From an optimization exercise on the open Yosys and OpenROAD flow, aimed at small area; shortcuts taken in it are not production practice. Function was checked by simulation only, so behaviour that the tests miss may differ from the original. Power is estimated from default activity; no workload was simulated.

==> inputs of 07-17 <==
## LCD_instance
module LCD_instance(
    input                 clk,
    input                 rstn,
    input       [3:0]     col,
    output      [3:0]     row,
    output                LCD_CS,
    output                LCD_RST,
    output                LCD_RS,
    output                LCD_WR,
    output                LCD_RD,
    output       [15:0]   LCD_DATA,
    output                LCD_BLK
);
assign LCD_RST = rstn;
assign LCD_RD  = 1'b1;
assign LCD_BLK = 1'b1;
reg [11:0] scnt;             
reg        sclk;             
wire       scan_end = (scnt == 12'd1316);           
wire [11:0] scnt_step = {scnt[10:0], ~(scnt[11] ^ scnt[10])};
always @(posedge clk) begin
    if (!rstn) begin
        scnt <= 12'd0;
        sclk <= 1'b0;
    end else if (scan_end) begin
        scnt <= 12'd0;
        sclk <= ~sclk;
    end else begin
        scnt <= scnt_step;
    end
end
reg [1:0] ridx;              
always @(posedge clk or negedge rstn) begin
    if (!rstn)                 ridx <= 2'd0;
    else if (scan_end & ~sclk) ridx <= ridx + 1'b1;
end
assign row = ~(4'b0001 << ridx);
wire sample = scan_end & sclk & (ridx == 2'd0);
wire kphase = (scnt == 12'd1048) & sclk & (ridx == 2'd2);   
reg [5:0] kc0, kc1;
always @(posedge clk or negedge rstn) begin
    if (!rstn) begin
        kc0 <= 6'd0;
        kc1 <= 6'd0;
    end else if (sample) begin
        kc0 <= col[0] ? 6'd0 : (kc0 == 6'd59) ? kc0 : {kc0[4:0], ~(kc0[5] ^ kc0[0])};
        kc1 <= col[1] ? 6'd0 : (kc1 == 6'd59) ? kc1 : {kc1[4:0], ~(kc1[5] ^ kc1[0])};
    end
end
wire kp0 = kphase & (kc0 == 6'd61);
wire kp1 = kphase & (kc1 == 6'd61);
reg         Initial_finish;
reg         crst;            
reg  [7:0]  L;               
  ...
==> flow/config.mk <==
export PLATFORM = sky130hd
export DESIGN_NAME = LCD_instance
export DESIGN_NICKNAME = LCD_instance
export VERILOG_FILES = /design/flow/design.v
export SDC_FILE = /design/flow/constraint.sdc
export NUM_CORES = 4
export LEC_CHECK = 0
export ABC_AREA = 1
export CAP_MARGIN = 20
export CORE_MARGIN = 2
export CORE_UTILIZATION = 70
export SLEW_MARGIN = 20
==> flow/constraint.sdc <==
create_clock -name core_clock -period 10.0 [get_ports {clk}]
set_input_delay 2.0000 -clock core_clock [delete_from_list [all_inputs] [get_ports {clk}]]
set_output_delay 2.0000 -clock core_clock [all_outputs]
set_load 0.01 [all_outputs]
standard.sh (not shown) runs the stock make flow with config.mk's settings and CLKGATE_MAP_FILE= SYNTH_SCRIPT=/design/flow/synth_recipe.tcl, a recipe that flattens the netlist after the stock synthesis.
==> flow/flow/run.sh <==
#!/bin/bash
# Own flow: the standard synthesis (unchanged), then its combinational
# logic re-mapped by ABC with an area-oriented script (the registers, their
# names and cell types are left as they are), then the standard layout
# from floorplan to finish.
set -euo pipefail
W=$(pwd)
R=$W/orfs/results/$FLOW_PLATFORM/LCD_instance/base
YOSYS=$FLOW_HOME/../tools/install/yosys/bin/yosys
[[ -x $YOSYS ]] || YOSYS=yosys

bash standard.sh synth > $W/flow_1_synth.log 2>&1

cp $R/1_2_yosys.v $W/standard_1_2_yosys.v
RESYN_LIB=$FLOW_HOME/platforms/$FLOW_PLATFORM/lib/sky130_fd_sc_hd__tt_025C_1v80.lib \
RESYN_IN=$W/standard_1_2_yosys.v \
RESYN_OUT=$W/resyn_1_2_yosys.v \
RESYN_ABC=$W/flow/resyn.abc \
RESYN_TOP=$FLOW_TOP \
  $YOSYS -c $W/flow/resyn.tcl > $W/flow_2_resyn.log 2>&1
cp $W/resyn_1_2_yosys.v $R/1_2_yosys.v

bash standard.sh finish > $W/flow_3_layout.log 2>&1
==> flow/flow/resyn.tcl <==
# Re-map the combinational logic of the standard synthesis netlist for area.
# Registers (and their names and cell types) are kept as they are.
yosys -import
set lib $::env(RESYN_LIB)
set in  $::env(RESYN_IN)
set out $::env(RESYN_OUT)
set scr $::env(RESYN_ABC)
read_liberty -ignore_miss_func $lib
blackbox sky130_fd_sc_hd__df* sky130_fd_sc_hd__ed* sky130_fd_sc_hd__sdf* sky130_fd_sc_hd__dl* sky130_fd_sc_hd__sed*
read_verilog $in
hierarchy -top $::env(RESYN_TOP)
flatten
opt_clean -purge
read_liberty -lib -ignore_redef $lib
set du {}
foreach c {probe_p_8 probec_p_8 lpflow_bleeder_1 lpflow_clkbufkapwr_1 lpflow_clkbufkapwr_16 lpflow_clkbufkapwr_2 lpflow_clkbufkapwr_4 lpflow_clkbufkapwr_8 lpflow_clkinvkapwr_1 lpflow_clkinvkapwr_16 lpflow_clkinvkapwr_2 lpflow_clkinvkapwr_4 lpflow_clkinvkapwr_8 lpflow_inputiso0n_1 lpflow_inputiso0p_1 lpflow_inputiso1n_1 lpflow_inputiso1p_1 lpflow_isobufsrc_1 lpflow_isobufsrc_16 lpflow_isobufsrc_2 lpflow_isobufsrc_4 lpflow_isobufsrc_8 lpflow_isobufsrckapwr_16 lpflow_lsbuf_lh_hl_isowell_tap_1 lpflow_lsbuf_lh_hl_isowell_tap_2 lpflow_lsbuf_lh_hl_isowell_tap_4 lpflow_lsbuf_lh_isowell_4 lpflow_lsbuf_lh_isowell_tap_1 lpflow_lsbuf_lh_isowell_tap_2 lpflow_lsbuf_lh_isowell_tap_4} {
  lappend du -dont_use sky130_fd_sc_hd__$c
}
abc -liberty $lib {*}$du -script $scr
opt_clean -purge
splitnets
opt_clean -purge
hilomap -singleton -hicell sky130_fd_sc_hd__conb_1 HI -locell sky130_fd_sc_hd__conb_1 LO
insbuf -buf sky130_fd_sc_hd__buf_1 A X
opt_clean -purge
stat -liberty $lib
check -assert -mapped
write_verilog -noattr -nohex -nodec $out
Other scripts of this flow, unchanged in this note and not shown: flow/flow/resyn.abc
==> 07-05: changes against 07-17 <==
--- a/flow/design.v
+++ b/flow/design.v
@@ -887,20 +887,20 @@
 assign LCD_CS = ~wact;
 assign LCD_WR = ~(wact & (wph == 2'd1));
 always @(posedge clk or negedge rstn) begin
     if (!rstn)       Initial_finish <= 1'b0;
     else if (if_set) Initial_finish <= 1'b1;
 end
 localparam S_IDLE = 3'd0;
-localparam S_CWE  = 3'd2;
-localparam S_CW   = 3'd3;
-localparam S_DLY  = 3'd4;
-localparam S_CCE  = 3'd5;
-localparam S_CC   = 3'd6;
-localparam S_AC   = 3'd1;
+localparam S_CWE  = 3'd1;
+localparam S_CW   = 3'd2;
+localparam S_DLY  = 3'd3;
+localparam S_CCE  = 3'd4;
+localparam S_CC   = 3'd5;
+localparam S_AC   = 3'd6;
 reg [2:0] cst, nst;
 wire delay_finish = H_1999;
 always @(*) begin
     case (cst)
         S_IDLE: nst = (kp1 & Initial_finish) ? S_CWE : S_IDLE;
         S_AC:   nst = S_CWE;
         S_CWE:  nst = S_CW;
@@ -913,15 +913,15 @@
 end
 always @(posedge clk or negedge rstn) begin
     if (!rstn) cst <= S_IDLE;
     else       cst <= nst;
 end
 always @(negedge clk or negedge rstn) begin
     if (!rstn) crst <= 1'b0;
-    else       crst <= (cst[2] | cst[1]) & ~(cst == 3'd7);    
+    else       crst <= ~((cst == S_IDLE) | (cst == S_AC) | (cst == 3'd7));    
 end
 assign write_en = ((cst == S_IDLE) & kp1 & Initial_finish) | (cst == S_AC) | ((cst == S_DLY) & delay_finish);    
 wire L_inc  = addr_en;
 wire [7:0] L_p1 = L + 1'b1;
 wire rep_c = (L == 8'd119) | (L == 8'd132);
 always @(posedge clk or negedge rstn) begin
     if (!rstn) begin
@@ -961,37 +961,36 @@
             ci <= 4'd0;
             ri <= ri + 1'b1;
         end else begin
             ci <= ci + 1'b1;
         end
     end
 end
-wire       par_row = ((addr_nc >= 8'd114) & (addr_nc <= 8'd117)) | ((addr_nc >= 8'd127) & (addr_nc <= 8'd130));
-wire       par_end = (addr_nc == 8'd112) | (addr_nc == 8'd116) | (addr_nc == 8'd117) |
-                     (addr_nc == 8'd125) | (addr_nc == 8'd129) | (addr_nc == 8'd130);
-wire [3:0] par_idx = par_row ? ri : ci;
-wire [8:0] par_val = {1'b0, par_idx, 4'b0} + {3'b0, par_idx, 2'b0} + (par_end ? 9'd19 : 9'd0);
+wire [7:0] col_start = {ci, 4'b0} + {2'b0, ci, 2'b0};
+wire [7:0] col_end   = col_start + 8'd19;
+wire [8:0] row_start = {1'b0, ri, 4'b0} + {3'b0, ri, 2'b0};
+wire [8:0] row_end   = row_start + 9'd19;
 reg [7:0] addr_q;
 always @(posedge clk) addr_q <= addr;
 wire [15:0] B_DATA;
 BlockROM16 BlockROM_Data(.addr(addr_q), .data(B_DATA));
 BlockROM1  BlockROM_Flag(.addr(addr_q), .data(LCD_RS));
 reg [15:0] data_nc;
 always @(*) begin
     case (addr_nc)
         8'd108, 8'd121: data_nc = 16'h002A;
         8'd109, 8'd122: data_nc = 16'h0000;
-        8'd110, 8'd123: data_nc = {8'b0, par_val[7:0]};
+        8'd110, 8'd123: data_nc = {8'b0, col_start};
         8'd111, 8'd124: data_nc = 16'h0000;
-        8'd112, 8'd125: data_nc = {8'b0, par_val[7:0]};
+        8'd112, 8'd125: data_nc = {8'b0, col_end};
         8'd113, 8'd126: data_nc = 16'h002B;
-        8'd114, 8'd127: data_nc = {15'b0, par_val[8]};
-        8'd115, 8'd128: data_nc = {8'b0, par_val[7:0]};
-        8'd116, 8'd129: data_nc = {15'b0, par_val[8]};
-        8'd117, 8'd130: data_nc = {8'b0, par_val[7:0]};
+        8'd114, 8'd127: data_nc = {15'b0, row_start[8]};
+        8'd115, 8'd128: data_nc = {8'b0, row_start[7:0]};
+        8'd116, 8'd129: data_nc = {15'b0, row_end[8]};
+        8'd117, 8'd130: data_nc = {8'b0, row_end[7:0]};
         8'd118, 8'd131: data_nc = 16'h002C;
         8'd119, 8'd120: data_nc = 16'hFFE0;
         8'd132, 8'd133: data_nc = 16'hF800;
         default:        data_nc = B_DATA;
     endcase
 end
 assign LCD_DATA = kill ? B_DATA : data_nc;
--- a/flow/flow/resyn.tcl
+++ b/flow/flow/resyn.tcl
@@ -17,12 +17,12 @@
   lappend du -dont_use sky130_fd_sc_hd__$c
 }
 abc -liberty $lib {*}$du -script $scr
 opt_clean -purge
 splitnets
 opt_clean -purge
 hilomap -singleton -hicell sky130_fd_sc_hd__conb_1 HI -locell sky130_fd_sc_hd__conb_1 LO
-insbuf -buf sky130_fd_sc_hd__buf_1 A X
+insbuf -buf sky130_fd_sc_hd__buf_4 A X
 opt_clean -purge
 stat -liberty $lib
 check -assert -mapped
 write_verilog -noattr -nohex -nodec $out
==> qor summary <==
item	07-05	07-17
Iteration count of the initial detailed-routing pass	6	9
HPWL after DPL	10.7 mm	9.60 mm
Power spent charging and discharging nets	125 uW	128 uW
Leakage power total	2.02 nW	1.97 nW
Cell Int Power	453 uW	407 uW
Non-clock buffer count in the final layout	32	30
Worst r2r path cells	15	12
Switching share of power	21.6%	23.9%
Die area	7690 um2	7260 um2
Global routing usage on met1	53.9%	48.2%
Vert. Die Dim	87.7 um	85.2 um
Final Routed Wirelength	15.7 mm	13.5 mm
Wire length on met1	5.85 mm	5.17 mm
Signal buf overhead	5.60%	5.62%
Comb power	10.8 uW	9.40 uW
Placed cells	805	755
Fill count	429	414
Logic gate share of total power	1.9%	1.8%
Proportion of cell area occupied by registers	30.9%	32.6%
Sum of internal, switching and leakage power	578 uW	535 uW
DR vias/cell	6.93	6.85
Iteration-0 DRC Markers	1058	793
Average size of a mapped cell	7.01 um2	6.89 um2
Result of the run	finished clean	finished clean
Largest stage delay on the critical path	0.54 ns	0.59 ns
Startpoint of the lowest-slack hold path	scnt[7]	scnt[1]
Total power density per cell area	107 nW/um2	104 nW/um2
